From an optimization exercise on the open Yosys and OpenROAD flow, aimed at small area; shortcuts taken in it are not production practice.
In this exercise RTL edits were held to simulation tests only and were not proved equivalent to the original.
The clock port is modelled as an ideal driver, which makes a skipped or thinned clock tree look cheaper than it is; a real chip needs a root buffer or a tree.

branch lagoon:
// contador_ms
module contador_ms (
    input logic clk, rst, pulse_in,
    input logic read_time,
    output logic ready, done_tick,
    output logic [19:0] count,
    output logic [5:0] time_ms,
    output logic [5:0] last_time_ms
);
logic x, y;
logic [19:0] c;
logic [5:0] q, tm, lt;
wire dn = !x && !y;
wire start = x && !y && pulse_in;
wire inc = !x && y && pulse_in;
always_ff @(posedge clk, posedge rst) begin
    if (rst) begin
        x <= 1'b1; y <= 1'b0; c <= '0; tm <= '0; lt <= '0;
    end else begin
        y <= pulse_in;
        if (!y) x <= !(x && pulse_in);
        if (start) c <= '0;
        else if (inc) c <= c + 20'd1;
        if (dn) begin
            tm <= q;
            if (read_time) lt <= q;
        end
    end
end
assign ready = x;
assign done_tick = dn;
assign count = c;
assign time_ms = tm;
assign last_time_ms = lt;
localparam logic [11:0] TERM = 12'd1702;
localparam logic [11:0] MASK = 12'd3839;
logic [11:0] r;
wire rterm = (r & MASK) == (TERM & MASK);
wire reload = x || rterm;
always_ff @(posedge clk) begin
    if (reload) r <= '0;
    else r <= {~r[10:0], ~(r[0] ^ r[11])};
    if (x) q <= '0;
    else if (inc && (c[3:0] == 4'hf) && rterm) q <= q + 6'd1;
end
endmodule
Size: about 170 cells after synthesis, about 52 flip-flops, ~1900 µm² of cells after synthesis.
clock: 25.0 ns
lec_check: 0
cap_margin: 20
core_margin: 2
core_utilization: 40
place_density: 0.75
slew_margin: 20
standard.sh (not shown) runs the stock make flow with config.mk's settings and CLKGATE_MAP_FILE= SYNTH_SCRIPT=/design/flow/synth_recipe.tcl, a recipe that flattens the netlist after the stock synthesis.
==> flow/flow/run.sh <==
#!/bin/bash
# The standard ORFS layout (the standard.sh) with these changes:
# - synthesis maps the logic with an area-oriented ABC script (flow/abc_area.script);
#   everything else in synthesis is the standard script (see flow/my_synth.tcl);
# - after floorplan, muxes that share a select become a22o cells (flow/swap_mux.tcl);
# - port buffers are the smallest buffer, buf_1;
# - the clock tree is a flat tree of a few buffers fed by the clock port
#   (flow/pre_cts.tcl, flow/manual_cts.tcl).
# Each make step's log is in orfs/logs/; make's own output goes to flow_make.log.
set -euo pipefail
here=$(pwd)
export MY_FLOW_DIR=$here/flow
export MY_ABC_SCRIPT=$here/flow/abc_area.script
export POST_FLOORPLAN_TCL=$here/flow/post_floorplan.tcl
export BUFFER_PORTS_ARGS="-buffer_cell sky130_fd_sc_hd__buf_1"
export PRE_CTS_TCL=$here/flow/pre_cts.tcl
sed "s#SYNTH_SCRIPT=[^ ]*#SYNTH_SCRIPT=$here/flow/my_synth.tcl#" standard.sh > my_standard.sh
bash my_standard.sh finish > flow_make.log 2>&1
==> flow/flow/post_floorplan.tcl <==
# Sourced by ORFS's floorplan.tcl (POST_FLOORPLAN_TCL), before tap cells and
# the power grid: mux2_1 groups sharing a select become a22o_1 + one inverter.
source $::env(MY_FLOW_DIR)/swap_mux.tcl
swap_mux_to_a22o
==> flow/flow/swap_mux.tcl <==
# Replace each group of mux2_1 cells that share a select net by a22o_1 cells
# plus one inverter for the group: X = S&A1 | ~S&A0. Same function, less area
# once two or more muxes share the select.
proc swap_mux_to_a22o {} {
  set block [ord::get_db_block]
  set db [ord::get_db]
  set a22o [$db findMaster sky130_fd_sc_hd__a22o_1]
  set invm [$db findMaster sky130_fd_sc_hd__inv_1]
  set groups [dict create]
  foreach inst [$block getInsts] {
    if {[[$inst getMaster] getName] eq "sky130_fd_sc_hd__mux2_1"} {
      dict lappend groups [[[$inst findITerm S] getNet] getName] $inst
    }
  }
  set k 0
  dict for {sname insts} $groups {
    if {[llength $insts] < 2} { continue }
    set snet [$block findNet $sname]
    set inv [odb::dbInst_create $block $invm "muxsel_inv_$k"]
    set snn [odb::dbNet_create $block "muxsel_n_$k"]
    [$inv findITerm A] connect $snet
    [$inv findITerm Y] connect $snn
    foreach m $insts {
      set a0 [[$m findITerm A0] getNet]
      set a1 [[$m findITerm A1] getNet]
      set x [[$m findITerm X] getNet]
      set name [$m getName]
      odb::dbInst_destroy $m
      set n [odb::dbInst_create $block $a22o $name]
      [$n findITerm A1] connect $snet
      [$n findITerm A2] connect $a1
      [$n findITerm B1] connect $snn
      [$n findITerm B2] connect $a0
      [$n findITerm X] connect $x
    }
    puts "swap_mux_to_a22o: [llength $insts] muxes on select $sname"
    incr k
  }
}
Other scripts of this flow, unchanged in this note and not shown: flow/flow/abc_area.script, flow/flow/manual_cts.tcl, flow/flow/my_synth.tcl, flow/flow/pre_cts.tcl
Having completed the whole flow, branch lagoon delivered a layout that passed the timing, design-rule and antenna checks.
[inputs] branch juniper vs branch lagoon
--- a/flow/flow/run.sh
+++ b/flow/flow/run.sh
@@ -5 +5,2 @@
-# - after floorplan, muxes that share a select become a22o cells (flow/swap_mux.tcl);
+# - after floorplan, muxes that share a select become a22o cells and 1x inverters
+#   become inv_2 (flow/swap_mux.tcl);
==> flow/flow/post_floorplan.tcl <==
# Sourced by ORFS's floorplan.tcl (POST_FLOORPLAN_TCL), before tap cells and
# the power grid: mux2_1 groups sharing a select become a22o_1 + one inverter,
# and 1x inverters become inv_2 (same area, twice the drive).
source $::env(MY_FLOW_DIR)/swap_mux.tcl
swap_mux_to_a22o
inverters_to_inv2
--- a/flow/flow/swap_mux.tcl
+++ b/flow/flow/swap_mux.tcl
@@ -39,0 +40,16 @@
+
+# inv_2 has the area of inv_1 and clkinv_1 but twice the drive: use it for
+# every such inverter, so that repair_design need not buffer their loads.
+proc inverters_to_inv2 {} {
+  set block [ord::get_db_block]
+  set inv2 [[ord::get_db] findMaster sky130_fd_sc_hd__inv_2]
+  set n 0
+  foreach inst [$block getInsts] {
+    set m [[$inst getMaster] getName]
+    if {$m eq "sky130_fd_sc_hd__inv_1" || $m eq "sky130_fd_sc_hd__clkinv_1"} {
+      $inst swapMaster $inv2
+      incr n
+    }
+  }
+  puts "inverters_to_inv2: $n inverters"
+}
==> comparison <==
- Re area growth from synthesis to layout: branch lagoon and branch juniper aren't equal, and the higher value belongs to branch lagoon.
- From branch lagoon to branch juniper the numbers moved as follows: global routing usage on met2 decreased 2.1 points; detailed-route wire length per cell increased 0.15 µm; final area decreased 7.5 µm².
In every run of this note, the design's own scripts or RTL, not TritonCTS, make the clock network.

## the reference run
Another version of the RTL of contador_ms (not shown whole).
Size: about 0.0019 mm² of cells after synthesis.
export LEC_CHECK = 0
export CAP_MARGIN = 20
export CORE_MARGIN = 2
export CORE_UTILIZATION = 40
export PLACE_DENSITY = 0.75
export SLEW_MARGIN = 20
create_clock -name core_clock -period 25.0 [get_ports {clk}]
==> flow/flow/run.sh <==
#!/bin/bash
# The standard ORFS layout (the standard.sh) with these changes:
# - synthesis maps the logic with an area-oriented ABC script (flow/abc_area.script),
#   run with several random seeds, keeping the smallest result; everything else
#   in synthesis is the standard script (see flow/my_synth.tcl);
# - after floorplan, muxes that share a select become a22o cells and 1x inverters
#   become inv_2 (flow/swap_mux.tcl);
# - port buffers are the smallest buffer, buf_1;
# - the clock tree is a flat tree of a few buffers fed by the clock port
#   (flow/pre_cts.tcl, flow/manual_cts.tcl).
# Each make step's log is in orfs/logs/; make's own output goes to flow_make.log.
set -euo pipefail
here=$(pwd)
export MY_FLOW_DIR=$here/flow
export MY_ABC_SCRIPT=$here/flow/abc_area.script
export MY_ABC_SEEDS="1 2 3 4 5 6 7"
export POST_FLOORPLAN_TCL=$here/flow/post_floorplan.tcl
export BUFFER_PORTS_ARGS="-buffer_cell sky130_fd_sc_hd__buf_1"
export PRE_CTS_TCL=$here/flow/pre_cts.tcl
sed "s#SYNTH_SCRIPT=[^ ]*#SYNTH_SCRIPT=$here/flow/my_synth.tcl#" standard.sh > my_standard.sh
bash my_standard.sh finish > flow_make.log 2>&1
==> flow/flow/abc_area.script <==
strash
&get -n
&deepsyn -T 40 -S SEED
&put
&get -n
&dch -f
&nf -a -R 1000
&put
mfs3 -aeM 1000
topo
dnsize -c
==> flow/flow/my_synth.tcl <==
proc synth {args} { yosys synth -nofsm -noshare {*}$args }
# Map the logic with our own area-oriented ABC script instead of the standard
# one, several times with different random seeds (the script's SEED), and
# keep the smallest result. Everything else is the standard synthesis.
proc abc {args} {
  global lib_args
  set i [lsearch -exact $args -script]
  set template [read [open $::env(MY_ABC_SCRIPT)]]
  yosys design -save my_pre_abc
  set best ""
  foreach seed $::env(MY_ABC_SEEDS) {
    yosys design -load my_pre_abc
    set script $::env(OBJECTS_DIR)/my_abc_seed$seed.script
    set f [open $script w]
    puts -nonewline $f [string map [list SEED $seed] $template]
    close $f
    lset args [expr {$i + 1}] $script
    yosys abc {*}$args
    set s [yosys tee -q -s result.string stat {*}$lib_args]
    regexp {Chip area for module[^:]*:\s*([0-9.]+)} $s -> area
    puts "my abc: seed $seed area $area"
    if {$best eq "" || $area < $best} {
      set best $area
      yosys design -save my_best_abc
    }
  }
  yosys design -load my_best_abc
  puts "my abc: kept area $best"
}
source $::env(SCRIPTS_DIR)/synth.tcl
# left out here: clear keep_hierarchy, flatten, clean up, hide names made inside functions, write 1_2_yosys.v
Other scripts of this flow, unchanged in this note and not shown: flow/flow/manual_cts.tcl, flow/flow/post_floorplan.tcl, flow/flow/pre_cts.tcl, flow/flow/swap_mux.tcl
--- input diff the reference run..the trial run ---
diff --git a/flow/flow/run.sh b/flow/flow/run.sh
--- a/flow/flow/run.sh
+++ b/flow/flow/run.sh
@@ -3,3 +3,2 @@
-# - synthesis maps the logic with an area-oriented ABC script (flow/abc_area.script),
-#   run with several random seeds, keeping the smallest result; everything else
-#   in synthesis is the standard script (see flow/my_synth.tcl);
+# - synthesis maps the logic with an area-oriented ABC script (flow/abc_area.script);
+#   everything else in synthesis is the standard script (see flow/my_synth.tcl);
@@ -16 +14,0 @@
-export MY_ABC_SEEDS="1 2 3 4 5 6 7"
==> flow/flow/abc_area.script <==
strash
&get -n
&deepsyn -T 20
&put
&get -n
&dch -f
&nf -a -R 1000
&put
dnsize -c
==> flow/flow/my_synth.tcl <==
proc synth {args} { yosys synth -nofsm -noshare {*}$args }
# Map with our own ABC script (area oriented); everything else is the standard synthesis.
proc abc {args} {
  set i [lsearch -exact $args -script]
  if {$i >= 0} { lset args [expr {$i + 1}] $::env(MY_ABC_SCRIPT) }
  yosys abc {*}$args
}
source $::env(SCRIPTS_DIR)/synth.tcl
# left out here: clear keep_hierarchy, flatten, clean up, hide names made inside functions, write 1_2_yosys.v
## What came out
Against the reference run as the reference, the trial run delivers a lower combined buffer and inverter count along the critical path. On part of the cycle the worst path needs, the reference run and the trial run are basically level. As of the trial run, synthesized cell count had risen slightly compared to the reference run. The trial run vs the reference run: total length of routed met3 wires down.
No run of this note takes its clock network from TritonCTS; it comes from the design's own scripts or RTL.

[re-timing with driven ports]
How much do the figures lean on ideal ports? The routed layouts below were timed once more, with nothing changed but the port constraints. Step 1 (the two cells are an assumption about what drives the block):
set clk [get_ports {clk}]
set_driving_cell -lib_cell sky130_fd_sc_hd__clkbuf_16 $clk
set_driving_cell -lib_cell sky130_fd_sc_hd__buf_2 [delete_from_list [all_inputs] $clk]
Step 2 times the ports against the registers' clock, not the clock port: input delays grow and output delays shrink by t, the midpoint of the rising clock arrivals with the driver on. a / b / c = ideal ports / drivers / drivers and shift; a / b = the first two.
| run | shift t [ns] | slack for setup (ns) | latest minus earliest clock arrival (ns) |
|---|---|---|---|
| branch lagoon | 0.202 | 17.179 / 17.205 / 17.003 | 0.024 / 0.024 |
| branch juniper | 0.201 | 17.161 / 17.189 / 16.988 | 0.004 / 0.005 |
| the reference run | 0.198 | 17.190 / 17.206 / 17.008 | 0.011 / 0.012 |
| the trial run | 0.201 | 17.161 / 17.189 / 16.988 | 0.004 / 0.005 |
After both steps setup and hold are still met in every run listed. For the reference run, which loses most, drivers alone change the setup slack by +0.016 ns; drivers and shift together by -0.182 ns.
